Source: an optimization exercise on an open RTL-to-GDS flow (aim: small area and a short achievable clock period). Production flows keep margins and buffers that such runs may drop. For this run, only the layout was checked, not whether the RTL still works. Power figures rest on the tool's default switching activity, not on a simulated workload.

`flow/flow/run.sh`:
```
#!/bin/bash
# Own flow: the standard layout (standard.sh, unchanged synthesis and steps),
# with the port buffers that global placement inserts made as the smallest
# plain buffer instead of the default; repair then upsizes them where timing needs it.
set -euo pipefail
export BUFFER_PORTS_ARGS="-buffer_cell sky130_fd_sc_hd__buf_1"
bash standard.sh > standard_make.log 2>&1
```
`flow/standard.sh`:
```
#!/bin/bash
# synth_recipe.tcl (not shown) runs the flow's synth.tcl, then flattens the netlist and writes it again
# the make line also repeats each setting of config.mk as NAME=value (left out here)
make -C /OpenROAD-flow-scripts/flow DESIGN_CONFIG=/design/flow/config.mk WORK_HOME=/design/flow/orfs CLKGATE_MAP_FILE= SYNTH_SCRIPT=/design/flow/synth_recipe.tcl "${@:-finish}"
```
`flow/config.mk`:
```
export PLATFORM = sky130hd
export DESIGN_NAME = FIR_Top
export DESIGN_NICKNAME = FIR_Top
export VERILOG_FILES = /design/flow/design.v
export SDC_FILE = /design/flow/constraint.sdc
export NUM_CORES = 4
export LEC_CHECK = 0
export CAP_MARGIN = 20
export CORE_MARGIN = 2
export CORE_UTILIZATION = 60
export SETUP_SLACK_MARGIN = 4.2
export SLEW_MARGIN = 20
export SYNTH_HIERARCHICAL = 1
export SYNTH_MINIMUM_KEEP_SIZE = 0
export TNS_END_PERCENT = 0
```
`flow/constraint.sdc`:
```
create_clock -name core_clock -period 9.5 [get_ports {clk}]
set_input_delay 1.9000 -clock core_clock [delete_from_list [all_inputs] [get_ports {clk}]]
set_output_delay 1.9000 -clock core_clock [all_outputs]
set_load 0.01 [all_outputs]
```
`flow/design.v`:
```
`timescale 1ns/1ps
module half_adder(input a,b,output sum,carry);
  assign sum = a ^ b;
  assign carry = a & b;
endmodule
`timescale 1ns/1ps
module full_adder( output sum,carry, input a,b,c);
  wire w1, w2, w3;
  half_adder HA1(.a(a), .b(b), .sum(w1), .carry(w2));
  half_adder HA2(.a(w1), .b(c), .sum(sum), .carry(w3));
  or or1(carry, w2, w3);
endmodule
`timescale 1ns/1ps
module RCA_16bit(output cout, output [15:0] sum, input [15:0] a, b);
    wire [14:0] c;
    full_adder F0(.a(a[0]), .b(b[0]), .c(1'b0), .sum(sum[0]), .carry(c[0]));
    full_adder F1(.a(a[1]), .b(b[1]), .c(c[0]), .sum(sum[1]), .carry(c[1]));
    full_adder F2(.a(a[2]), .b(b[2]), .c(c[1]), .sum(sum[2]), .carry(c[2]));
    full_adder F3(.a(a[3]), .b(b[3]), .c(c[2]), .sum(sum[3]), .carry(c[3]));
    full_adder F4(.a(a[4]), .b(b[4]), .c(c[3]), .sum(sum[4]), .carry(c[4]));
    full_adder F5(.a(a[5]), .b(b[5]), .c(c[4]), .sum(sum[5]), .carry(c[5]));
    full_adder F6(.a(a[6]), .b(b[6]), .c(c[5]), .sum(sum[6]), .carry(c[6]));
    full_adder F7(.a(a[7]), .b(b[7]), .c(c[6]), .sum(sum[7]), .carry(c[7]));
    full_adder F8(.a(a[8]), .b(b[8]), .c(c[7]), .sum(sum[8]), .carry(c[8]));
    full_adder F9(.a(a[9]), .b(b[9]), .c(c[8]), .sum(sum[9]), .carry(c[9]));
    full_adder F10(.a(a[10]), .b(b[10]), .c(c[9]), .sum(sum[10]), .carry(c[10]));
    full_adder F11(.a(a[11]), .b(b[11]), .c(c[10]), .sum(sum[11]), .carry(c[11]));
    full_adder F12(.a(a[12]), .b(b[12]), .c(c[11]), .sum(sum[12]), .carry(c[12]));
    full_adder F13(.a(a[13]), .b(b[13]), .c(c[12]), .sum(sum[13]), .carry(c[13]));
    full_adder F14(.a(a[14]), .b(b[14]), .c(c[13]), .sum(sum[14]), .carry(c[14]));
    full_adder F15(.a(a[15]), .b(b[15]), .c(c[14]), .sum(sum[15]), .carry(cout));
endmodule
`timescale 1ns/1ps
module d_ff(input clk,input [15:0]d,output reg [15:0]q);
  always@(posedge clk)
      q<=d;       
endmodule         
`timescale 1ns / 1ps
module Braun_Multiplier(
    input [7:0] a, b,
    output [15:0] p
);
    wire [15:0] sum_0, sum_1, sum_2, sum_3, sum_4, sum_5, sum_6, sum_7;
    wire [7:0] partial_product[7:0];
    genvar i, j;
    generate
        for (i = 0; i < 8; i = i + 1) begin
            for (j = 0; j < 8; j = j + 1) begin
                assign partial_product[i][j] = a[i] & b[j];   
            end
        end
    endgenerate
    assign sum_0 = {8'b0, partial_product[0]};
    assign sum_1 = {partial_product[1], 1'b0} + sum_0;
    assign sum_2 = {partial_product[2], 2'b0} + sum_1;
    assign sum_3 = {partial_product[3], 3'b0} + sum_2;
    assign sum_4 = {partial_product[4], 4'b0} + sum_3;
    assign sum_5 = {partial_product[5], 5'b0} + sum_4;
    assign sum_6 = {partial_product[6], 6'b0} + sum_5;
    assign sum_7 = {partial_product[7], 7'b0} + sum_6;
    assign p = sum_7;
endmodule
module FIR_Top(input clk, input [7:0] Xin, H0, H1, H2, output reg [15:0] Yout);
  reg [15:0] Q1;
  reg [15:0] Q2;
  wire a1 = ~(Xin[0] & H2[0]);
  wire a2 = ~(Xin[0] & H2[1]);
  wire a3 = ~(Xin[0] & H2[2]);
  wire a4 = ~(Xin[0] & H2[3]);
  wire a5 = ~(Xin[0] & H2[4]);
  wire a6 = ~(Xin[0] & H2[5]);
  wire a7 = ~(Xin[0] & H2[6]);
  wire a8 = ~(Xin[0] & H2[7]);
  wire a9 = ~(Xin[1] & H2[0]);
  wire a10 = ~(Xin[1] & H2[1]);
  wire a11 = ~(Xin[1] & H2[2]);
  wire a12 = ~(Xin[1] & H2[3]);
  wire a13 = ~(Xin[1] & H2[4]);
  wire a14 = ~(Xin[1] & H2[5]);
  wire a15 = ~(Xin[1] & H2[6]);
  wire a16 = ~(Xin[1] & H2[7]);
  wire a17 = ~(Xin[2] & H2[0]);
  wire a18 = ~(Xin[2] & H2[1]);
  wire a19 = ~(Xin[2] & H2[2]);
  wire a20 = ~(Xin[2] & H2[3]);
  wire a21 = ~(Xin[2] & H2[4]);
  wire a22 = ~(Xin[2] & H2[5]);
  wire a23 = ~(Xin[2] & H2[6]);
  wire a24 = ~(Xin[2] & H2[7]);
  wire a25 = ~(Xin[3] & H2[0]);
  wire a26 = ~(Xin[3] & H2[1]);
  wire a27 = ~(Xin[3] & H2[2]);
  wire a28 = ~(Xin[3] & H2[3]);
  wire a29 = ~(Xin[3] & H2[4]);
  wire a30 = ~(Xin[3] & H2[5]);
  wire a31 = ~(Xin[3] & H2[6]);
  wire a32 = ~(Xin[3] & H2[7]);
  wire a33 = ~(Xin[4] & H2[0]);
  wire a34 = ~(Xin[4] & H2[1]);
  wire a35 = ~(Xin[4] & H2[2]);
  wire a36 = ~(Xin[4] & H2[3]);
  wire a37 = ~(Xin[4] & H2[4]);
  wire a38 = ~(Xin[4] & H2[5]);
  wire a39 = ~(Xin[4] & H2[6]);
  wire a40 = ~(Xin[4] & H2[7]);
  wire a41 = ~(Xin[5] & H2[0]);
  wire a42 = ~(Xin[5] & H2[1]);
  wire a43 = ~(Xin[5] & H2[2]);
  wire a44 = ~(Xin[5] & H2[3]);
  wire a45 = ~(Xin[5] & H2[4]);
  wire a46 = ~(Xin[5] & H2[5]);
  wire a47 = ~(Xin[5] & H2[6]);
  wire a48 = ~(Xin[5] & H2[7]);
  wire a49 = ~(Xin[6] & H2[0]);
  wire a50 = ~(Xin[6] & H2[1]);
  wire a51 = ~(Xin[6] & H2[2]);
  wire a52 = ~(Xin[6] & H2[3]);
  wire a53 = ~(Xin[6] & H2[4]);
  wire a54 = ~(Xin[6] & H2[5]);
  wire a55 = ~(Xin[6] & H2[6]);
  wire a56 = ~(Xin[6] & H2[7]);
  wire a57 = ~(Xin[7] & H2[0]);
  wire a58 = ~(Xin[7] & H2[1]);
  wire a59 = ~(Xin[7] & H2[2]);
  wire a60 = ~(Xin[7] & H2[3]);
  wire a61 = ~(Xin[7] & H2[4]);
  wire a62 = ~(Xin[7] & H2[5]);
  wire a63 = ~(Xin[7] & H2[6]);
  wire a64 = ~(Xin[7] & H2[7]);
  wire s65;
  fir_xnor2 u65 (.a(a7), .b(a14), .y(s65));
  wire c66;
  fir_or2 u66 (.a(a7), .b(a14), .y(c66));
  wire s67, c67;
  fir_fa u67 (.a(a8), .b(a15), .c(a22), .s(s67), .co(c67));
  wire s68;
  fir_xnor2 u68 (.a(a29), .b(a36), .y(s68));
  wire c69;
  fir_or2 u69 (.a(a29), .b(a36), .y(c69));
  wire s70, c70;
  fir_fa u70 (.a(a16), .b(a23), .c(a30), .s(s70), .co(c70));
  wire s71;
  fir_xnor2 u71 (.a(a37), .b(a44), .y(s71));
  wire c72;
  fir_or2 u72 (.a(a37), .b(a44), .y(c72));
  wire s73, c73;
  fir_fa u73 (.a(a24), .b(a31), .c(a38), .s(s73), .co(c73));
  wire s74;
  fir_xnor2 u74 (.a(a5), .b(a12), .y(s74));
  wire c75;
  fir_or2 u75 (.a(a5), .b(a12), .y(c75));
  wire s76, c76;
  fir_fa u76 (.a(a6), .b(a13), .c(a20), .s(s76), .co(c76));
  wire s77;
  fir_xnor2 u77 (.a(a27), .b(a34), .y(s77));
  wire c78;
  fir_or2 u78 (.a(a27), .b(a34), .y(c78));
  wire s79, c79;
  fir_fa u79 (.a(a21), .b(a28), .c(a35), .s(s79), .co(c79));
  wire s80, c80;
  fir_fa u80 (.a(a42), .b(a49), .c(s65), .s(s80), .co(c80));
  wire s81, c81;
  fir_fa u81 (.a(a43), .b(a50), .c(a57), .s(s81), .co(c81));
  wire s82, c82;
  fir_fa u82 (.a(c66), .b(s68), .c(s67), .s(s82), .co(c82));
  wire s83, c83;
  fir_fa u83 (.a(a51), .b(a58), .c(c69), .s(s83), .co(c83));
  wire s84, c84;
  fir_fa u84 (.a(s71), .b(c67), .c(s70), .s(s84), .co(c84));
  wire s85, c85;
  fir_fa u85 (.a(a45), .b(a52), .c(a59), .s(s85), .co(c85));
  wire s86, c86;
  fir_fa u86 (.a(c72), .b(c70), .c(s73), .s(s86), .co(c86));
  wire s87, c87;
  fir_fa u87 (.a(a32), .b(a39), .c(a46), .s(s87), .co(c87));
  wire s88, c88;
  fir_fa u88 (.a(a53), .b(a60), .c(c73), .s(s88), .co(c88));
  wire s89, c89;
  fir_fa u89 (.a(a40), .b(a47), .c(a54), .s(s89), .co(c89));
  wire s90;
  fir_xnor2 u90 (.a(a4), .b(a11), .y(s90));
  wire c91;
  fir_or2 u91 (.a(a4), .b(a11), .y(c91));
  wire s92, c92;
  fir_fa u92 (.a(a19), .b(a26), .c(a33), .s(s92), .co(c92));
  wire s93, c93;
  fir_fa u93 (.a(a41), .b(c75), .c(s77), .s(s93), .co(c93));
  wire s94, c94;
  fir_fa u94 (.a(c78), .b(c76), .c(s79), .s(s94), .co(c94));
  wire s95, c95;
  fir_fa u95 (.a(c79), .b(s81), .c(c80), .s(s95), .co(c95));
  wire s96, c96;
  fir_fa u96 (.a(c81), .b(s83), .c(c82), .s(s96), .co(c96));
  wire s97, c97;
  fir_fa u97 (.a(s85), .b(c83), .c(c84), .s(s97), .co(c97));
  wire s98, c98;
  fir_fa u98 (.a(c85), .b(s87), .c(c86), .s(s98), .co(c98));
  wire s99, c99;
  fir_fa u99 (.a(a61), .b(c87), .c(s89), .s(s99), .co(c99));
  wire s100, c100;
  fir_fa u100 (.a(a48), .b(a55), .c(a62), .s(s100), .co(c100));
  wire s101;
  fir_xnor2 u101 (.a(a3), .b(a10), .y(s101));
  wire c102;
  fir_or2 u102 (.a(a3), .b(a10), .y(c102));
  wire s103, c103;
  fir_fa u103 (.a(a18), .b(a25), .c(s90), .s(s103), .co(c103));
  wire s104, c104;
  fir_fa u104 (.a(c91), .b(s74), .c(s92), .s(s104), .co(c104));
  wire s105, c105;
  fir_fa u105 (.a(c92), .b(s76), .c(s93), .s(s105), .co(c105));
  wire s106, c106;
  fir_fa u106 (.a(c93), .b(s80), .c(s94), .s(s106), .co(c106));
  wire s107, c107;
  fir_fa u107 (.a(c94), .b(s82), .c(s95), .s(s107), .co(c107));
  wire s108, c108;
  fir_fa u108 (.a(s84), .b(c95), .c(s96), .s(s108), .co(c108));
  wire s109, c109;
  fir_fa u109 (.a(s86), .b(c96), .c(s97), .s(s109), .co(c109));
  wire s110, c110;
  fir_fa u110 (.a(s88), .b(c97), .c(s98), .s(s110), .co(c110));
  wire s111, c111;
  fir_fa u111 (.a(c88), .b(s99), .c(c98), .s(s111), .co(c111));
  wire s112, c112;
  fir_fa u112 (.a(c89), .b(s100), .c(c99), .s(s112), .co(c112));
  wire s113, c113;
  fir_fa u113 (.a(a56), .b(a63), .c(c100), .s(s113), .co(c113));
  wire s114;
  fir_xnor2 u114 (.a(a2), .b(a9), .y(s114));
  wire c115;
  fir_or2 u115 (.a(a2), .b(a9), .y(c115));
  wire s116, c116;
  fir_fa u116 (.a(s101), .b(a17), .c(c115), .s(s116), .co(c116));
  wire s117, c117;
  fir_fa u117 (.a(c102), .b(s103), .c(c116), .s(s117), .co(c117));
  wire p118;
  fir_xor2 u118 (.a(c103), .b(s104), .y(p118));
  wire g119;
  fir_nor2 u119 (.a(c103), .b(s104), .y(g119));
  wire p120;
  fir_xor2 u120 (.a(c104), .b(s105), .y(p120));
  wire g121;
  fir_nor2 u121 (.a(c104), .b(s105), .y(g121));
  wire p122;
  fir_xor2 u122 (.a(c105), .b(s106), .y(p122));
  wire g123;
  fir_nor2 u123 (.a(c105), .b(s106), .y(g123));
  wire p124;
  fir_xor2 u124 (.a(c106), .b(s107), .y(p124));
  wire g125;
  fir_nor2 u125 (.a(c106), .b(s107), .y(g125));
  wire p126;
  fir_xor2 u126 (.a(c107), .b(s108), .y(p126));
  wire g127;
  fir_nor2 u127 (.a(c107), .b(s108), .y(g127));
  wire p128;
  fir_xor2 u128 (.a(c108), .b(s109), .y(p128));
  wire g129;
  fir_nor2 u129 (.a(c108), .b(s109), .y(g129));
  wire p130;
  fir_xor2 u130 (.a(c109), .b(s110), .y(p130));
  wire g131;
  fir_nor2 u131 (.a(c109), .b(s110), .y(g131));
  wire p132;
  fir_xor2 u132 (.a(c110), .b(s111), .y(p132));
  wire g133;
  fir_nor2 u133 (.a(c110), .b(s111), .y(g133));
  wire p134;
  fir_xor2 u134 (.a(c111), .b(s112), .y(p134));
  wire g135;
  fir_nor2 u135 (.a(c111), .b(s112), .y(g135));
  wire p136;
  fir_xor2 u136 (.a(c112), .b(s113), .y(p136));
  wire g137;
  fir_nor2 u137 (.a(c112), .b(s113), .y(g137));
  wire p138;
  fir_xor2 u138 (.a(c113), .b(a64), .y(p138));
  wire g139;
  fir_nor2 u139 (.a(c113), .b(a64), .y(g139));
  wire G140 = g119 | (p118 & ~c117);
  wire P141 = p118 & 1'b0;
  wire G142 = g123 | (p122 & g121);
  wire P143 = p122 & p120;
  wire G144 = g127 | (p126 & g125);
  wire P145 = p126 & p124;
  wire G146 = g131 | (p130 & g129);
  wire P147 = p130 & p128;
  wire G148 = g135 | (p134 & g133);
  wire P149 = p134 & p132;
  wire G150 = g139 | (p138 & g137);
  wire P151 = p138 & p136;
  wire G152 = g121 | (p120 & G140);
  wire P153 = p120 & P141;
  wire G154 = G142 | (P143 & G140);
  wire P155 = P143 & P141;
  wire G156 = g129 | (p128 & G144);
  wire P157 = p128 & P145;
  wire G158 = G146 | (P147 & G144);
  wire P159 = P147 & P145;
  wire G160 = g137 | (p136 & G148);
  wire P161 = p136 & P149;
  wire G162 = G150 | (P151 & G148);
  wire P163 = P151 & P149;
  wire G164 = g125 | (p124 & G154);
  wire P165 = p124 & P155;
  wire G166 = G144 | (P145 & G154);
  wire P167 = P145 & P155;
  wire G168 = G156 | (P157 & G154);
  wire P169 = P157 & P155;
  wire G170 = G158 | (P159 & G154);
  wire P171 = P159 & P155;
  wire G172 = 1'b0 | (1'b0 & G162);
  wire P173 = 1'b0 & P163;
  wire G174 = g133 | (p132 & G170);
  wire P175 = p132 & P171;
  wire G176 = G148 | (P149 & G170);
  wire P177 = P149 & P171;
  wire G178 = G160 | (P161 & G170);
  wire P179 = P161 & P171;
  wire G180 = G162 | (P163 & G170);
  wire P181 = P163 & P171;
  wire G182 = G172 | (P173 & G170);
  wire P183 = P173 & P171;
  wire y184 = ~(1'b0);
  wire y185;
  fir_xnor2 u185 (.a(p118), .b(~c117), .y(y185));
  wire y186;
  fir_xnor2 u186 (.a(p120), .b(G140), .y(y186));
  wire y187;
  fir_xnor2 u187 (.a(p122), .b(G152), .y(y187));
  wire y188;
  fir_xnor2 u188 (.a(p124), .b(G154), .y(y188));
  wire y189;
  fir_xnor2 u189 (.a(p126), .b(G164), .y(y189));
  wire y190;
  fir_xnor2 u190 (.a(p128), .b(G166), .y(y190));
  wire y191;
  fir_xnor2 u191 (.a(p130), .b(G168), .y(y191));
  wire y192;
  fir_xnor2 u192 (.a(p132), .b(G170), .y(y192));
  wire y193;
  fir_xnor2 u193 (.a(p134), .b(G174), .y(y193));
  wire y194;
  fir_xnor2 u194 (.a(p136), .b(G176), .y(y194));
  wire y195;
  fir_xnor2 u195 (.a(p138), .b(G178), .y(y195));
  wire y196;
  fir_xnor2 u196 (.a(1'b0), .b(G180), .y(y196));
  wire a197 = ~(Xin[0] & H1[0]);
  wire a198 = ~(Xin[0] & H1[1]);
  wire a199 = ~(Xin[0] & H1[2]);
  wire a200 = ~(Xin[0] & H1[3]);
  wire a201 = ~(Xin[0] & H1[4]);
  wire a202 = ~(Xin[0] & H1[5]);
  wire a203 = ~(Xin[0] & H1[6]);
  wire a204 = ~(Xin[0] & H1[7]);
  wire a205 = ~(Xin[1] & H1[0]);
  wire a206 = ~(Xin[1] & H1[1]);
  wire a207 = ~(Xin[1] & H1[2]);
  wire a208 = ~(Xin[1] & H1[3]);
  wire a209 = ~(Xin[1] & H1[4]);
  wire a210 = ~(Xin[1] & H1[5]);
  wire a211 = ~(Xin[1] & H1[6]);
  wire a212 = ~(Xin[1] & H1[7]);
  wire a213 = ~(Xin[2] & H1[0]);
  wire a214 = ~(Xin[2] & H1[1]);
  wire a215 = ~(Xin[2] & H1[2]);
  wire a216 = ~(Xin[2] & H1[3]);
  wire a217 = ~(Xin[2] & H1[4]);
  wire a218 = ~(Xin[2] & H1[5]);
  wire a219 = ~(Xin[2] & H1[6]);
  wire a220 = ~(Xin[2] & H1[7]);
  wire a221 = ~(Xin[3] & H1[0]);
  wire a222 = ~(Xin[3] & H1[1]);
  wire a223 = ~(Xin[3] & H1[2]);
  wire a224 = ~(Xin[3] & H1[3]);
  wire a225 = ~(Xin[3] & H1[4]);
  wire a226 = ~(Xin[3] & H1[5]);
  wire a227 = ~(Xin[3] & H1[6]);
  wire a228 = ~(Xin[3] & H1[7]);
  wire a229 = ~(Xin[4] & H1[0]);
  wire a230 = ~(Xin[4] & H1[1]);
  wire a231 = ~(Xin[4] & H1[2]);
  wire a232 = ~(Xin[4] & H1[3]);
  wire a233 = ~(Xin[4] & H1[4]);
  wire a234 = ~(Xin[4] & H1[5]);
  wire a235 = ~(Xin[4] & H1[6]);
  wire a236 = ~(Xin[4] & H1[7]);
  wire a237 = ~(Xin[5] & H1[0]);
  wire a238 = ~(Xin[5] & H1[1]);
  wire a239 = ~(Xin[5] & H1[2]);
  wire a240 = ~(Xin[5] & H1[3]);
  wire a241 = ~(Xin[5] & H1[4]);
  wire a242 = ~(Xin[5] & H1[5]);
  wire a243 = ~(Xin[5] & H1[6]);
  wire a244 = ~(Xin[5] & H1[7]);
  wire a245 = ~(Xin[6] & H1[0]);
  wire a246 = ~(Xin[6] & H1[1]);
  wire a247 = ~(Xin[6] & H1[2]);
  wire a248 = ~(Xin[6] & H1[3]);
  wire a249 = ~(Xin[6] & H1[4]);
  wire a250 = ~(Xin[6] & H1[5]);
  wire a251 = ~(Xin[6] & H1[6]);
  wire a252 = ~(Xin[6] & H1[7]);
  wire a253 = ~(Xin[7] & H1[0]);
  wire a254 = ~(Xin[7] & H1[1]);
  wire a255 = ~(Xin[7] & H1[2]);
  wire a256 = ~(Xin[7] & H1[3]);
  wire a257 = ~(Xin[7] & H1[4]);
  wire a258 = ~(Xin[7] & H1[5]);
  wire a259 = ~(Xin[7] & H1[6]);
  wire a260 = ~(Xin[7] & H1[7]);
  wire s261;
  fir_xnor2 u261 (.a(Q1[5]), .b(a202), .y(s261));
  wire c262;
  fir_or2 u262 (.a(Q1[5]), .b(a202), .y(c262));
  wire s263, c263;
  fir_fa u263 (.a(Q1[6]), .b(a203), .c(a210), .s(s263), .co(c263));
  wire s264;
  fir_xnor2 u264 (.a(a217), .b(a224), .y(s264));
  wire c265;
  fir_or2 u265 (.a(a217), .b(a224), .y(c265));
  wire s266, c266;
  fir_fa u266 (.a(Q1[7]), .b(a204), .c(a211), .s(s266), .co(c266));
  wire s267, c267;
  fir_fa u267 (.a(a218), .b(a225), .c(a232), .s(s267), .co(c267));
  wire s268;
  fir_xnor2 u268 (.a(a239), .b(a246), .y(s268));
  wire c269;
  fir_or2 u269 (.a(a239), .b(a246), .y(c269));
  wire s270, c270;
  fir_fa u270 (.a(Q1[8]), .b(a212), .c(a219), .s(s270), .co(c270));
  wire s271, c271;
  fir_fa u271 (.a(a226), .b(a233), .c(a240), .s(s271), .co(c271));
  wire s272;
  fir_xnor2 u272 (.a(a247), .b(a254), .y(s272));
  wire c273;
  fir_or2 u273 (.a(a247), .b(a254), .y(c273));
  wire s274, c274;
  fir_fa u274 (.a(Q1[9]), .b(a220), .c(a227), .s(s274), .co(c274));
  wire s275, c275;
  fir_fa u275 (.a(a234), .b(a241), .c(a248), .s(s275), .co(c275));
  wire s276, c276;
  fir_fa u276 (.a(Q1[10]), .b(a228), .c(a235), .s(s276), .co(c276));
  wire s277;
  fir_xnor2 u277 (.a(Q1[3]), .b(a200), .y(s277));
  wire c278;
  fir_or2 u278 (.a(Q1[3]), .b(a200), .y(c278));
  wire s279, c279;
  fir_fa u279 (.a(Q1[4]), .b(a201), .c(a208), .s(s279), .co(c279));
  wire s280;
  fir_xnor2 u280 (.a(a215), .b(a222), .y(s280));
  wire c281;
  fir_or2 u281 (.a(a215), .b(a222), .y(c281));
  wire s282, c282;
  fir_fa u282 (.a(a209), .b(a216), .c(a223), .s(s282), .co(c282));
  wire s283, c283;
  fir_fa u283 (.a(a230), .b(a237), .c(s261), .s(s283), .co(c283));
  wire s284, c284;
  fir_fa u284 (.a(a231), .b(a238), .c(a245), .s(s284), .co(c284));
  wire s285, c285;
  fir_fa u285 (.a(c262), .b(s264), .c(s263), .s(s285), .co(c285));
  wire s286, c286;
  fir_fa u286 (.a(a253), .b(c265), .c(s268), .s(s286), .co(c286));
  wire s287, c287;
  fir_fa u287 (.a(c263), .b(s266), .c(s267), .s(s287), .co(c287));
  wire s288, c288;
  fir_fa u288 (.a(c269), .b(s272), .c(c266), .s(s288), .co(c288));
  wire s289, c289;
  fir_fa u289 (.a(c267), .b(s270), .c(s271), .s(s289), .co(c289));
  wire s290, c290;
  fir_fa u290 (.a(a255), .b(c273), .c(c270), .s(s290), .co(c290));
  wire s291, c291;
  fir_fa u291 (.a(c271), .b(s274), .c(s275), .s(s291), .co(c291));
  wire s292, c292;
  fir_fa u292 (.a(a242), .b(a249), .c(a256), .s(s292), .co(c292));
  wire s293, c293;
  fir_fa u293 (.a(c274), .b(c275), .c(s276), .s(s293), .co(c293));
  wire s294, c294;
  fir_fa u294 (.a(Q1[11]), .b(a236), .c(a243), .s(s294), .co(c294));
  wire s295, c295;
  fir_fa u295 (.a(a250), .b(a257), .c(c276), .s(s295), .co(c295));
  wire s296, c296;
  fir_fa u296 (.a(Q1[12]), .b(a244), .c(a251), .s(s296), .co(c296));
  wire s297;
  fir_xnor2 u297 (.a(Q1[2]), .b(a199), .y(s297));
  wire c298;
  fir_or2 u298 (.a(Q1[2]), .b(a199), .y(c298));
  wire s299, c299;
  fir_fa u299 (.a(a207), .b(a214), .c(a221), .s(s299), .co(c299));
  wire s300, c300;
  fir_fa u300 (.a(a229), .b(c278), .c(s280), .s(s300), .co(c300));
  wire s301, c301;
  fir_fa u301 (.a(c281), .b(c279), .c(s282), .s(s301), .co(c301));
  wire s302, c302;
  fir_fa u302 (.a(c282), .b(s284), .c(c283), .s(s302), .co(c302));
  wire s303, c303;
  fir_fa u303 (.a(c284), .b(s286), .c(c285), .s(s303), .co(c303));
  wire s304, c304;
  fir_fa u304 (.a(c286), .b(c287), .c(s288), .s(s304), .co(c304));
  wire s305, c305;
  fir_fa u305 (.a(c288), .b(c289), .c(s290), .s(s305), .co(c305));
  wire s306, c306;
  fir_fa u306 (.a(s292), .b(c290), .c(c291), .s(s306), .co(c306));
  wire s307, c307;
  fir_fa u307 (.a(c292), .b(s294), .c(c293), .s(s307), .co(c307));
  wire s308, c308;
  fir_fa u308 (.a(a258), .b(c294), .c(s296), .s(s308), .co(c308));
  wire s309, c309;
  fir_fa u309 (.a(Q1[13]), .b(a252), .c(a259), .s(s309), .co(c309));
  wire s310;
  fir_xnor2 u310 (.a(Q1[1]), .b(a198), .y(s310));
  wire c311;
  fir_or2 u311 (.a(Q1[1]), .b(a198), .y(c311));
  wire s312, c312;
  fir_fa u312 (.a(a206), .b(a213), .c(s297), .s(s312), .co(c312));
  wire s313, c313;
  fir_fa u313 (.a(c298), .b(s277), .c(s299), .s(s313), .co(c313));
  wire s314, c314;
  fir_fa u314 (.a(c299), .b(s279), .c(s300), .s(s314), .co(c314));
  wire s315, c315;
  fir_fa u315 (.a(c300), .b(s283), .c(s301), .s(s315), .co(c315));
  wire s316, c316;
  fir_fa u316 (.a(c301), .b(s285), .c(s302), .s(s316), .co(c316));
  wire s317, c317;
  fir_fa u317 (.a(s287), .b(c302), .c(s303), .s(s317), .co(c317));
  wire s318, c318;
  fir_fa u318 (.a(s289), .b(c303), .c(s304), .s(s318), .co(c318));
  wire s319, c319;
  fir_fa u319 (.a(s291), .b(c304), .c(s305), .s(s319), .co(c319));
  wire s320, c320;
  fir_fa u320 (.a(s293), .b(c305), .c(s306), .s(s320), .co(c320));
  wire s321, c321;
  fir_fa u321 (.a(s295), .b(c306), .c(s307), .s(s321), .co(c321));
  wire s322, c322;
  fir_fa u322 (.a(c295), .b(s308), .c(c307), .s(s322), .co(c322));
  wire s323, c323;
  fir_fa u323 (.a(c296), .b(s309), .c(c308), .s(s323), .co(c323));
  wire s324, c324;
  fir_fa u324 (.a(Q1[14]), .b(a260), .c(c309), .s(s324), .co(c324));
  wire s325;
  fir_xnor2 u325 (.a(Q1[0]), .b(a197), .y(s325));
  wire c326;
  fir_or2 u326 (.a(Q1[0]), .b(a197), .y(c326));
  wire s327, c327;
  fir_fa u327 (.a(s310), .b(a205), .c(c326), .s(s327), .co(c327));
  wire s328, c328;
  fir_fa u328 (.a(c311), .b(s312), .c(c327), .s(s328), .co(c328));
  wire s329, c329;
  fir_fa u329 (.a(c312), .b(s313), .c(c328), .s(s329), .co(c329));
  wire p330;
  fir_xor2 u330 (.a(c313), .b(s314), .y(p330));
  wire g331;
  fir_nor2 u331 (.a(c313), .b(s314), .y(g331));
  wire p332;
  fir_xor2 u332 (.a(c314), .b(s315), .y(p332));
  wire g333;
  fir_nor2 u333 (.a(c314), .b(s315), .y(g333));
  wire p334;
  fir_xor2 u334 (.a(c315), .b(s316), .y(p334));
  wire g335;
  fir_nor2 u335 (.a(c315), .b(s316), .y(g335));
  wire p336;
  fir_xor2 u336 (.a(c316), .b(s317), .y(p336));
  wire g337;
  fir_nor2 u337 (.a(c316), .b(s317), .y(g337));
  wire p338;
  fir_xor2 u338 (.a(c317), .b(s318), .y(p338));
  wire g339;
  fir_nor2 u339 (.a(c317), .b(s318), .y(g339));
  wire p340;
  fir_xor2 u340 (.a(c318), .b(s319), .y(p340));
  wire g341;
  fir_nor2 u341 (.a(c318), .b(s319), .y(g341));
  wire p342;
  fir_xor2 u342 (.a(c319), .b(s320), .y(p342));
  wire g343;
  fir_nor2 u343 (.a(c319), .b(s320), .y(g343));
  wire p344;
  fir_xor2 u344 (.a(c320), .b(s321), .y(p344));
  wire g345;
  fir_nor2 u345 (.a(c320), .b(s321), .y(g345));
  wire p346;
  fir_xor2 u346 (.a(c321), .b(s322), .y(p346));
  wire g347;
  fir_nor2 u347 (.a(c321), .b(s322), .y(g347));
  wire p348;
  fir_xor2 u348 (.a(c322), .b(s323), .y(p348));
  wire g349;
  fir_nor2 u349 (.a(c322), .b(s323), .y(g349));
  wire p350;
  fir_xor2 u350 (.a(c323), .b(s324), .y(p350));
  wire g351;
  fir_nor2 u351 (.a(c323), .b(s324), .y(g351));
  wire p352;
  fir_xor2 u352 (.a(c324), .b(Q1[15]), .y(p352));
  wire g353;
  fir_nor2 u353 (.a(c324), .b(Q1[15]), .y(g353));
  wire G354 = g331 | (p330 & ~c329);
  wire P355 = p330 & 1'b0;
  wire G356 = g335 | (p334 & g333);
  wire P357 = p334 & p332;
  wire G358 = g339 | (p338 & g337);
  wire P359 = p338 & p336;
  wire G360 = g343 | (p342 & g341);
  wire P361 = p342 & p340;
  wire G362 = g347 | (p346 & g345);
  wire P363 = p346 & p344;
  wire G364 = g351 | (p350 & g349);
  wire P365 = p350 & p348;
  wire G366 = g333 | (p332 & G354);
  wire P367 = p332 & P355;
  wire G368 = G356 | (P357 & G354);
  wire P369 = P357 & P355;
  wire G370 = g341 | (p340 & G358);
  wire P371 = p340 & P359;
  wire G372 = G360 | (P361 & G358);
  wire P373 = P361 & P359;
  wire G374 = g349 | (p348 & G362);
  wire P375 = p348 & P363;
  wire G376 = G364 | (P365 & G362);
  wire P377 = P365 & P363;
  wire G378 = g337 | (p336 & G368);
  wire P379 = p336 & P369;
  wire G380 = G358 | (P359 & G368);
  wire P381 = P359 & P369;
  wire G382 = G370 | (P371 & G368);
  wire P383 = P371 & P369;
  wire G384 = G372 | (P373 & G368);
  wire P385 = P373 & P369;
  wire G386 = g353 | (p352 & G376);
  wire P387 = p352 & P377;
  wire G388 = g345 | (p344 & G384);
  wire P389 = p344 & P385;
  wire G390 = G362 | (P363 & G384);
  wire P391 = P363 & P385;
  wire G392 = G374 | (P375 & G384);
  wire P393 = P375 & P385;
  wire G394 = G376 | (P377 & G384);
  wire P395 = P377 & P385;
  wire G396 = G386 | (P387 & G384);
  wire P397 = P387 & P385;
  wire y398 = ~(1'b0);
  wire y399;
  fir_xnor2 u399 (.a(p330), .b(~c329), .y(y399));
  wire y400;
  fir_xnor2 u400 (.a(p332), .b(G354), .y(y400));
  wire y401;
  fir_xnor2 u401 (.a(p334), .b(G366), .y(y401));
  wire y402;
  fir_xnor2 u402 (.a(p336), .b(G368), .y(y402));
  wire y403;
  fir_xnor2 u403 (.a(p338), .b(G378), .y(y403));
  wire y404;
  fir_xnor2 u404 (.a(p340), .b(G380), .y(y404));
  wire y405;
  fir_xnor2 u405 (.a(p342), .b(G382), .y(y405));
  wire y406;
  fir_xnor2 u406 (.a(p344), .b(G384), .y(y406));
  wire y407;
  fir_xnor2 u407 (.a(p346), .b(G388), .y(y407));
  wire y408;
  fir_xnor2 u408 (.a(p348), .b(G390), .y(y408));
  wire y409;
  fir_xnor2 u409 (.a(p350), .b(G392), .y(y409));
  wire y410;
  fir_xnor2 u410 (.a(p352), .b(G394), .y(y410));
  wire a411 = ~(Xin[0] & H0[0]);
  wire a412 = ~(Xin[0] & H0[1]);
  wire a413 = ~(Xin[0] & H0[2]);
  wire a414 = ~(Xin[0] & H0[3]);
  wire a415 = ~(Xin[0] & H0[4]);
  wire a416 = ~(Xin[0] & H0[5]);
  wire a417 = ~(Xin[0] & H0[6]);
  wire a418 = ~(Xin[0] & H0[7]);
  wire a419 = ~(Xin[1] & H0[0]);
  wire a420 = ~(Xin[1] & H0[1]);
  wire a421 = ~(Xin[1] & H0[2]);
  wire a422 = ~(Xin[1] & H0[3]);
  wire a423 = ~(Xin[1] & H0[4]);
  wire a424 = ~(Xin[1] & H0[5]);
  wire a425 = ~(Xin[1] & H0[6]);
  wire a426 = ~(Xin[1] & H0[7]);
  wire a427 = ~(Xin[2] & H0[0]);
  wire a428 = ~(Xin[2] & H0[1]);
  wire a429 = ~(Xin[2] & H0[2]);
  wire a430 = ~(Xin[2] & H0[3]);
  wire a431 = ~(Xin[2] & H0[4]);
  wire a432 = ~(Xin[2] & H0[5]);
  wire a433 = ~(Xin[2] & H0[6]);
  wire a434 = ~(Xin[2] & H0[7]);
  wire a435 = ~(Xin[3] & H0[0]);
  wire a436 = ~(Xin[3] & H0[1]);
  wire a437 = ~(Xin[3] & H0[2]);
  wire a438 = ~(Xin[3] & H0[3]);
  wire a439 = ~(Xin[3] & H0[4]);
  wire a440 = ~(Xin[3] & H0[5]);
  wire a441 = ~(Xin[3] & H0[6]);
  wire a442 = ~(Xin[3] & H0[7]);
  wire a443 = ~(Xin[4] & H0[0]);
  wire a444 = ~(Xin[4] & H0[1]);
  wire a445 = ~(Xin[4] & H0[2]);
  wire a446 = ~(Xin[4] & H0[3]);
  wire a447 = ~(Xin[4] & H0[4]);
  wire a448 = ~(Xin[4] & H0[5]);
  wire a449 = ~(Xin[4] & H0[6]);
  wire a450 = ~(Xin[4] & H0[7]);
  wire a451 = ~(Xin[5] & H0[0]);
  wire a452 = ~(Xin[5] & H0[1]);
  wire a453 = ~(Xin[5] & H0[2]);
  wire a454 = ~(Xin[5] & H0[3]);
  wire a455 = ~(Xin[5] & H0[4]);
  wire a456 = ~(Xin[5] & H0[5]);
  wire a457 = ~(Xin[5] & H0[6]);
  wire a458 = ~(Xin[5] & H0[7]);
  wire a459 = ~(Xin[6] & H0[0]);
  wire a460 = ~(Xin[6] & H0[1]);
  wire a461 = ~(Xin[6] & H0[2]);
  wire a462 = ~(Xin[6] & H0[3]);
  wire a463 = ~(Xin[6] & H0[4]);
  wire a464 = ~(Xin[6] & H0[5]);
  wire a465 = ~(Xin[6] & H0[6]);
  wire a466 = ~(Xin[6] & H0[7]);
  wire a467 = ~(Xin[7] & H0[0]);
  wire a468 = ~(Xin[7] & H0[1]);
  wire a469 = ~(Xin[7] & H0[2]);
  wire a470 = ~(Xin[7] & H0[3]);
  wire a471 = ~(Xin[7] & H0[4]);
  wire a472 = ~(Xin[7] & H0[5]);
  wire a473 = ~(Xin[7] & H0[6]);
  wire a474 = ~(Xin[7] & H0[7]);
  wire s475;
  fir_xnor2 u475 (.a(Q2[5]), .b(a416), .y(s475));
  wire c476;
  fir_or2 u476 (.a(Q2[5]), .b(a416), .y(c476));
  wire s477, c477;
  fir_fa u477 (.a(Q2[6]), .b(a417), .c(a424), .s(s477), .co(c477));
  wire s478;
  fir_xnor2 u478 (.a(a431), .b(a438), .y(s478));
  wire c479;
  fir_or2 u479 (.a(a431), .b(a438), .y(c479));
  wire s480, c480;
  fir_fa u480 (.a(Q2[7]), .b(a418), .c(a425), .s(s480), .co(c480));
  wire s481, c481;
  fir_fa u481 (.a(a432), .b(a439), .c(a446), .s(s481), .co(c481));
  wire s482;
  fir_xnor2 u482 (.a(a453), .b(a460), .y(s482));
  wire c483;
  fir_or2 u483 (.a(a453), .b(a460), .y(c483));
  wire s484, c484;
  fir_fa u484 (.a(Q2[8]), .b(a426), .c(a433), .s(s484), .co(c484));
  wire s485, c485;
  fir_fa u485 (.a(a440), .b(a447), .c(a454), .s(s485), .co(c485));
  wire s486;
  fir_xnor2 u486 (.a(a461), .b(a468), .y(s486));
  wire c487;
  fir_or2 u487 (.a(a461), .b(a468), .y(c487));
  wire s488, c488;
  fir_fa u488 (.a(Q2[9]), .b(a434), .c(a441), .s(s488), .co(c488));
  wire s489, c489;
  fir_fa u489 (.a(a448), .b(a455), .c(a462), .s(s489), .co(c489));
  wire s490, c490;
  fir_fa u490 (.a(Q2[10]), .b(a442), .c(a449), .s(s490), .co(c490));
  wire s491;
  fir_xnor2 u491 (.a(Q2[3]), .b(a414), .y(s491));
  wire c492;
  fir_or2 u492 (.a(Q2[3]), .b(a414), .y(c492));
  wire s493, c493;
  fir_fa u493 (.a(Q2[4]), .b(a415), .c(a422), .s(s493), .co(c493));
  wire s494;
  fir_xnor2 u494 (.a(a429), .b(a436), .y(s494));
  wire c495;
  fir_or2 u495 (.a(a429), .b(a436), .y(c495));
  wire s496, c496;
  fir_fa u496 (.a(a423), .b(a430), .c(a437), .s(s496), .co(c496));
  wire s497, c497;
  fir_fa u497 (.a(a444), .b(a451), .c(s475), .s(s497), .co(c497));
  wire s498, c498;
  fir_fa u498 (.a(a445), .b(a452), .c(a459), .s(s498), .co(c498));
  wire s499, c499;
  fir_fa u499 (.a(c476), .b(s478), .c(s477), .s(s499), .co(c499));
  wire s500, c500;
  fir_fa u500 (.a(a467), .b(c479), .c(s482), .s(s500), .co(c500));
  wire s501, c501;
  fir_fa u501 (.a(c477), .b(s480), .c(s481), .s(s501), .co(c501));
  wire s502, c502;
  fir_fa u502 (.a(c483), .b(s486), .c(c480), .s(s502), .co(c502));
  wire s503, c503;
  fir_fa u503 (.a(c481), .b(s484), .c(s485), .s(s503), .co(c503));
  wire s504, c504;
  fir_fa u504 (.a(a469), .b(c487), .c(c484), .s(s504), .co(c504));
  wire s505, c505;
  fir_fa u505 (.a(c485), .b(s488), .c(s489), .s(s505), .co(c505));
  wire s506, c506;
  fir_fa u506 (.a(a456), .b(a463), .c(a470), .s(s506), .co(c506));
  wire s507, c507;
  fir_fa u507 (.a(c488), .b(c489), .c(s490), .s(s507), .co(c507));
  wire s508, c508;
  fir_fa u508 (.a(Q2[11]), .b(a450), .c(a457), .s(s508), .co(c508));
  wire s509, c509;
  fir_fa u509 (.a(a464), .b(a471), .c(c490), .s(s509), .co(c509));
  wire s510, c510;
  fir_fa u510 (.a(Q2[12]), .b(a458), .c(a465), .s(s510), .co(c510));
  wire s511;
  fir_xnor2 u511 (.a(Q2[2]), .b(a413), .y(s511));
  wire c512;
  fir_or2 u512 (.a(Q2[2]), .b(a413), .y(c512));
  wire s513, c513;
  fir_fa u513 (.a(a421), .b(a428), .c(a435), .s(s513), .co(c513));
  wire s514, c514;
  fir_fa u514 (.a(a443), .b(c492), .c(s494), .s(s514), .co(c514));
  wire s515, c515;
  fir_fa u515 (.a(c495), .b(c493), .c(s496), .s(s515), .co(c515));
  wire s516, c516;
  fir_fa u516 (.a(c496), .b(s498), .c(c497), .s(s516), .co(c516));
  wire s517, c517;
  fir_fa u517 (.a(c498), .b(s500), .c(c499), .s(s517), .co(c517));
  wire s518, c518;
  fir_fa u518 (.a(c500), .b(c501), .c(s502), .s(s518), .co(c518));
  wire s519, c519;
  fir_fa u519 (.a(c502), .b(c503), .c(s504), .s(s519), .co(c519));
  wire s520, c520;
  fir_fa u520 (.a(s506), .b(c504), .c(c505), .s(s520), .co(c520));
  wire s521, c521;
  fir_fa u521 (.a(c506), .b(s508), .c(c507), .s(s521), .co(c521));
  wire s522, c522;
  fir_fa u522 (.a(a472), .b(c508), .c(s510), .s(s522), .co(c522));
  wire s523, c523;
  fir_fa u523 (.a(Q2[13]), .b(a466), .c(a473), .s(s523), .co(c523));
  wire s524;
  fir_xnor2 u524 (.a(Q2[1]), .b(a412), .y(s524));
  wire c525;
  fir_or2 u525 (.a(Q2[1]), .b(a412), .y(c525));
  wire s526, c526;
  fir_fa u526 (.a(a420), .b(a427), .c(s511), .s(s526), .co(c526));
  wire s527, c527;
  fir_fa u527 (.a(c512), .b(s491), .c(s513), .s(s527), .co(c527));
  wire s528, c528;
  fir_fa u528 (.a(c513), .b(s493), .c(s514), .s(s528), .co(c528));
  wire s529, c529;
  fir_fa u529 (.a(c514), .b(s497), .c(s515), .s(s529), .co(c529));
  wire s530, c530;
  fir_fa u530 (.a(c515), .b(s499), .c(s516), .s(s530), .co(c530));
  wire s531, c531;
  fir_fa u531 (.a(s501), .b(c516), .c(s517), .s(s531), .co(c531));
  wire s532, c532;
  fir_fa u532 (.a(s503), .b(c517), .c(s518), .s(s532), .co(c532));
  wire s533, c533;
  fir_fa u533 (.a(s505), .b(c518), .c(s519), .s(s533), .co(c533));
  wire s534, c534;
  fir_fa u534 (.a(s507), .b(c519), .c(s520), .s(s534), .co(c534));
  wire s535, c535;
  fir_fa u535 (.a(s509), .b(c520), .c(s521), .s(s535), .co(c535));
  wire s536, c536;
  fir_fa u536 (.a(c509), .b(s522), .c(c521), .s(s536), .co(c536));
  wire s537, c537;
  fir_fa u537 (.a(c510), .b(s523), .c(c522), .s(s537), .co(c537));
  wire s538, c538;
  fir_fa u538 (.a(Q2[14]), .b(a474), .c(c523), .s(s538), .co(c538));
  wire s539;
  fir_xnor2 u539 (.a(Q2[0]), .b(a411), .y(s539));
  wire c540;
  fir_or2 u540 (.a(Q2[0]), .b(a411), .y(c540));
  wire y541 = ~s539;
  wire s542, c542;
  fir_fa u542 (.a(s524), .b(a419), .c(c540), .s(s542), .co(c542));
  wire y543 = ~s542;
  wire s544, c544;
  fir_fa u544 (.a(c525), .b(s526), .c(c542), .s(s544), .co(c544));
  wire y545 = ~s544;
  wire s546, c546;
  fir_fa u546 (.a(c526), .b(s527), .c(c544), .s(s546), .co(c546));
  wire y547 = ~s546;
  wire p548;
  fir_xor2 u548 (.a(c527), .b(s528), .y(p548));
  wire g549;
  fir_nor2 u549 (.a(c527), .b(s528), .y(g549));
  wire p550;
  fir_xor2 u550 (.a(c528), .b(s529), .y(p550));
  wire g551;
  fir_nor2 u551 (.a(c528), .b(s529), .y(g551));
  wire p552;
  fir_xor2 u552 (.a(c529), .b(s530), .y(p552));
  wire g553;
  fir_nor2 u553 (.a(c529), .b(s530), .y(g553));
  wire p554;
  fir_xor2 u554 (.a(c530), .b(s531), .y(p554));
  wire g555;
  fir_nor2 u555 (.a(c530), .b(s531), .y(g555));
  wire p556;
  fir_xor2 u556 (.a(c531), .b(s532), .y(p556));
  wire g557;
  fir_nor2 u557 (.a(c531), .b(s532), .y(g557));
  wire p558;
  fir_xor2 u558 (.a(c532), .b(s533), .y(p558));
  wire g559;
  fir_nor2 u559 (.a(c532), .b(s533), .y(g559));
  wire p560;
  fir_xor2 u560 (.a(c533), .b(s534), .y(p560));
  wire g561;
  fir_nor2 u561 (.a(c533), .b(s534), .y(g561));
  wire p562;
  fir_xor2 u562 (.a(c534), .b(s535), .y(p562));
  wire g563;
  fir_nor2 u563 (.a(c534), .b(s535), .y(g563));
  wire p564;
  fir_xor2 u564 (.a(c535), .b(s536), .y(p564));
  wire g565;
  fir_nor2 u565 (.a(c535), .b(s536), .y(g565));
  wire p566;
  fir_xor2 u566 (.a(c536), .b(s537), .y(p566));
  wire g567;
  fir_nor2 u567 (.a(c536), .b(s537), .y(g567));
  wire p568;
  fir_xor2 u568 (.a(c537), .b(s538), .y(p568));
  wire g569;
  fir_nor2 u569 (.a(c537), .b(s538), .y(g569));
  wire p570;
  fir_xor2 u570 (.a(c538), .b(Q2[15]), .y(p570));
  wire g571;
  fir_nor2 u571 (.a(c538), .b(Q2[15]), .y(g571));
  wire G572 = g549 | (p548 & ~c546);
  wire P573 = p548 & 1'b0;
  wire G574 = g553 | (p552 & g551);
  wire P575 = p552 & p550;
  wire G576 = g557 | (p556 & g555);
  wire P577 = p556 & p554;
  wire G578 = g561 | (p560 & g559);
  wire P579 = p560 & p558;
  wire G580 = g565 | (p564 & g563);
  wire P581 = p564 & p562;
  wire G582 = g569 | (p568 & g567);
  wire P583 = p568 & p566;
  wire G584 = g551 | (p550 & G572);
  wire P585 = p550 & P573;
  wire G586 = G574 | (P575 & G572);
  wire P587 = P575 & P573;
  wire G588 = g559 | (p558 & G576);
  wire P589 = p558 & P577;
  wire G590 = G578 | (P579 & G576);
  wire P591 = P579 & P577;
  wire G592 = g567 | (p566 & G580);
  wire P593 = p566 & P581;
  wire G594 = G582 | (P583 & G580);
  wire P595 = P583 & P581;
  wire G596 = g555 | (p554 & G586);
  wire P597 = p554 & P587;
  wire G598 = G576 | (P577 & G586);
  wire P599 = P577 & P587;
  wire G600 = G588 | (P589 & G586);
  wire P601 = P589 & P587;
  wire G602 = G590 | (P591 & G586);
  wire P603 = P591 & P587;
  wire G604 = g571 | (p570 & G594);
  wire P605 = p570 & P595;
  wire G606 = g563 | (p562 & G602);
  wire P607 = p562 & P603;
  wire G608 = G580 | (P581 & G602);
  wire P609 = P581 & P603;
  wire G610 = G592 | (P593 & G602);
  wire P611 = P593 & P603;
  wire G612 = G594 | (P595 & G602);
  wire P613 = P595 & P603;
  wire G614 = G604 | (P605 & G602);
  wire P615 = P605 & P603;
  wire y616 = (1'b0);
  wire y617;
  fir_xor2 u617 (.a(p548), .b(~c546), .y(y617));
  wire y618;
  fir_xor2 u618 (.a(p550), .b(G572), .y(y618));
  wire y619;
  fir_xor2 u619 (.a(p552), .b(G584), .y(y619));
  wire y620;
  fir_xor2 u620 (.a(p554), .b(G586), .y(y620));
  wire y621;
  fir_xor2 u621 (.a(p556), .b(G596), .y(y621));
  wire y622;
  fir_xor2 u622 (.a(p558), .b(G598), .y(y622));
  wire y623;
  fir_xor2 u623 (.a(p560), .b(G600), .y(y623));
  wire y624;
  fir_xor2 u624 (.a(p562), .b(G602), .y(y624));
  wire y625;
  fir_xor2 u625 (.a(p564), .b(G606), .y(y625));
  wire y626;
  fir_xor2 u626 (.a(p566), .b(G608), .y(y626));
  wire y627;
  fir_xor2 u627 (.a(p568), .b(G610), .y(y627));
  wire y628;
  fir_xor2 u628 (.a(p570), .b(G612), .y(y628));
  always @(posedge clk) begin
    Q1 <= {y196, y195, y194, y193, y192, y191, y190, y189, y188, y187, y186, y185, s117, s116, s114, a1};
    Q2 <= {y410, y409, y408, y407, y406, y405, y404, y403, y402, y401, y400, y399, s329, s328, s327, s325};
    Yout <= {y628, y627, y626, y625, y624, y623, y622, y621, y620, y619, y618, y617, y547, y545, y543, y541};
  end
endmodule
module fir_fa(input a, b, c, output s, co);
  assign s = a ^ b ^ c;
  assign co = (a & b) | (a & c) | (b & c);
endmodule
module fir_nor2(input a, b, output y);
  assign y = ~(a | b);
endmodule
module fir_or2(input a, b, output y);
  assign y = a | b;
endmodule
module fir_xnor2(input a, b, output y);
  assign y = ~(a ^ b);
endmodule
module fir_xor2(input a, b, output y);
  assign y = a ^ b;
endmodule
```
==> out/metrics.csv <==
metric,value,unit
status,timing/DRC/antenna clean,
cts_buffers,5,
post_drt_wl_per_cell,15.9,um
avgSynthCellArea,9.36,um2
startpoint_type,input pin,
viasPerCell,5.50,
report.final.slew_viol_count,0,
place_area,6560,um2
clock.fmax,192,MHz
finClkSkew,10.4,ps
fin_cells,838,
row_count,37,
ant_nets,0,
cts_tree,yes,
drt-total-wl,13.3,mm
fillers,888,
ios,49,
clockBufferDepth,2,
mostFrequentLayoutCells,"nand2_1 (201), fa_1 (138), xnor2_1 (50)",
syn-num-nets,845,
rsz0062_at_grt,yes,
fin_crit_sh,0.548,
initial_utilization,0.613,
drc,0,
netlist_area,6300,um2
fin_crit,5210,ps
hpwl,10.0,mm
seq_area_frac_synth,0.152,
portBuffers,48,
drv_cap,0,
grt_util_all_layers,0.253,
antenna_found_initial,0,
placedCellCount,824,
fin_setup_tns,0,ps
hold_violations,0,
drive_gt1_frac,0.0869,
cp.required,9690,ps
leakage,2.59,nW
finalPower,2.63,mW
first_pass_iters,5,
clock_sinks,48,
gp_congestion,0.806,
clk_pin_slew,80,ps
die_area,11300,um2
setup_viol,0,
drt_first_iter_violations,235,
vdd_drop_max,0.403,mV
grt-ovfl-total,0,
grt_max_degree,25,
grt_pass1_wl,22.6,mm
p_per_area,379,nW/um2
synthCells,673,
core-area,10300,um2
grt_pass1_vias,4958,
die_h,106,um
final_cell_area,6930,um2
die_w,106,um
cts_max_level,2,
antennaDiodeCount,0,
hold_buffers,0,
nets,874,
crit_path_end_kind,flip-flop,
vias,4610,
yosysWarnings,7,
critPathKind,input pin to flip-flop,
hp-class,flip-flop to flip-flop,
cts_root_buffer,clkbuf_8,
rr_worst_depth,10,
layout_commonest_cell,nand2_1,
insertion_delay,300,ps
hold_depth,1,
cp_max_fo,24,
crit_arrival,5400,ps
fin_util,0.674,
ys_ff_latch,48,
syn2layout_area_growth,9.95,%
synthDistinctLibCells,22,
## final cells by class
| class | instances | area, um2 | area share |
|---|---|---|---|
| clock buffers | 6 | 72.6 | 0.0105 |
| clock inverters | 1 | 5.00 | 0.000722 |
| inverters | 7 | 26.3 | 0.00379 |
| multi-input cells | 578 | 5260 | 0.759 |
| flip-flops and latches | 48 | 961 | 0.139 |
| well taps | 136 | 170 | 0.0246 |
| repair buffers | 62 | 438 | 0.0632 |
## path summary, 6_finish.rpt
path	slack [ps]	startpoint	to
worst min-delay path	450	Q1[0]	Q2[0]
worst max-delay path	4290	Xin[0]	Q1[15]
worst min register to register	450	Q1[0]	Q2[0]
worst max register to register	5980	Q2[9]	Yout[13]
## cells in the mapped netlist
library cell / count / area, um2
nand4_1: 3 / 18.8
o2111ai_1: 3 / 26.3
conb_1: 1 / 3.75
nor2b_1: 6 / 37.5
a21o_1: 12 / 90.1
nor2_1: 45 / 169
xnor2_1: 50 / 438
a31o_1: 3 / 26.3
nand2b_1: 3 / 18.8
a21oi_1: 21 / 105
or2_1: 26 / 163
fa_1: 139 / 2780
o211ai_2: 3 / 37.5
o21ai_0: 6 / 30.0
clkbuf_1: 24 / 90.1
buf_1: 16 / 60.1
nand2_1: 201 / 754
or2_2: 6 / 37.5
nor3_1: 3 / 15.0
inv_1: 7 / 26.3
dfxtp_1: 48 / 961
xor2_1: 47 / 412
## per-layer routing
layer	GRT usage	vias to the layer above	part of all wire
li1	-	2096	-
met1	0.347	2342	0.42
met2	0.434	147	0.51
met3	0.0313	25	0.053
met4	0.0603	0	0.017
met5	0	-	0
## report_power, final
part / total, mW / leakage (nW) / internal (mW) / switching [mW]
clock network: 0.120 / 0.0410 / 0.0503 / 0.0694
logic: 2.12 / 2.15 / 0.983 / 1.14
registers: 0.388 / 0.405 / 0.342 / 0.0464
total: 2.63 / 2.59 / 1.38 / 1.25
## metrics by stage
stage          worst slack (ps)  hold WS [ps]
2_1_floorplan              4220           418
3_3_place_gp               3180           430
3_5_place_dp               3050           444
4_1_cts                    4190           459
5_1_grt                    4150           474
6_report                   4290           453
## per-module statistics from Yosys (local to each module, per instance)
module,flip-flops and latches,times used
fir_fa,0,139
FIR_Top,48,1
fir_nor2,0,33
fir_or2,0,26
fir_xor2,0,47
fir_xnor2,0,50
## cells by family (layout without fill, tap and decap cells)
logic type / count (synthesis) / after routing / share of synthesized area
buf+inv: 47 / 76 / 0.0280
compound gates: 48 / 48 / 0.0500
simple gates: 293 / 293 / 0.193
fa+ha+maj: 139 / 139 / 0.442
flops: 48 / 48 / 0.152
xor+xnor: 97 / 97 / 0.135
other cells: 1 / 1 / 0.000595
## sequential cells by signal (all words and copies together) (netlist names)
signal  cells
Q2         16
Yout       16
Q1         16
## worst max-delay path: stages
cell       delay [ps]
buf_1             110
buf_8             210
nand2_1           110
fa_1              500
fa_1              390
fa_1              470
fa_1              570
xor2_2            290
nand4_1           130
a21oi_1           250
o2111ai_1         190
a21oi_1           190
xnor2_1            90
## timing repair
item	CTS	global route
cloned	0	3
pin swaps	0	13
endpoints found under the setup margin	21	13
gates resized for setup	16	42
setup buffers	0	4

[what the ideal ports hide]
No port has a modelled driver above. Below, the same layout with a new extraction and two added sets of constraints. Step 1 sets driving cells, clkbuf_16 on the clock port and buf_2 on the other inputs (assumed; they add their load-dependent delay and slew). Step 2 times the ports against the registers' clock, not the clock port: input delays grow and output delays shrink by t, the midpoint of the rising clock arrivals with the driver on. Slacks: ideal / step 1 / step 2; pairs: ideal / step 1.
t, ns: 0.335
slack for setup (ns): 4.290 / 4.299 / 3.964
worst setup path at the end: input to register
worst data-port slew with drivers (ns): 0.04
After both steps this run still meets setup and hold. The setup slack of this run moves by +0.009 ns with the drivers and by -0.326 ns with both steps.
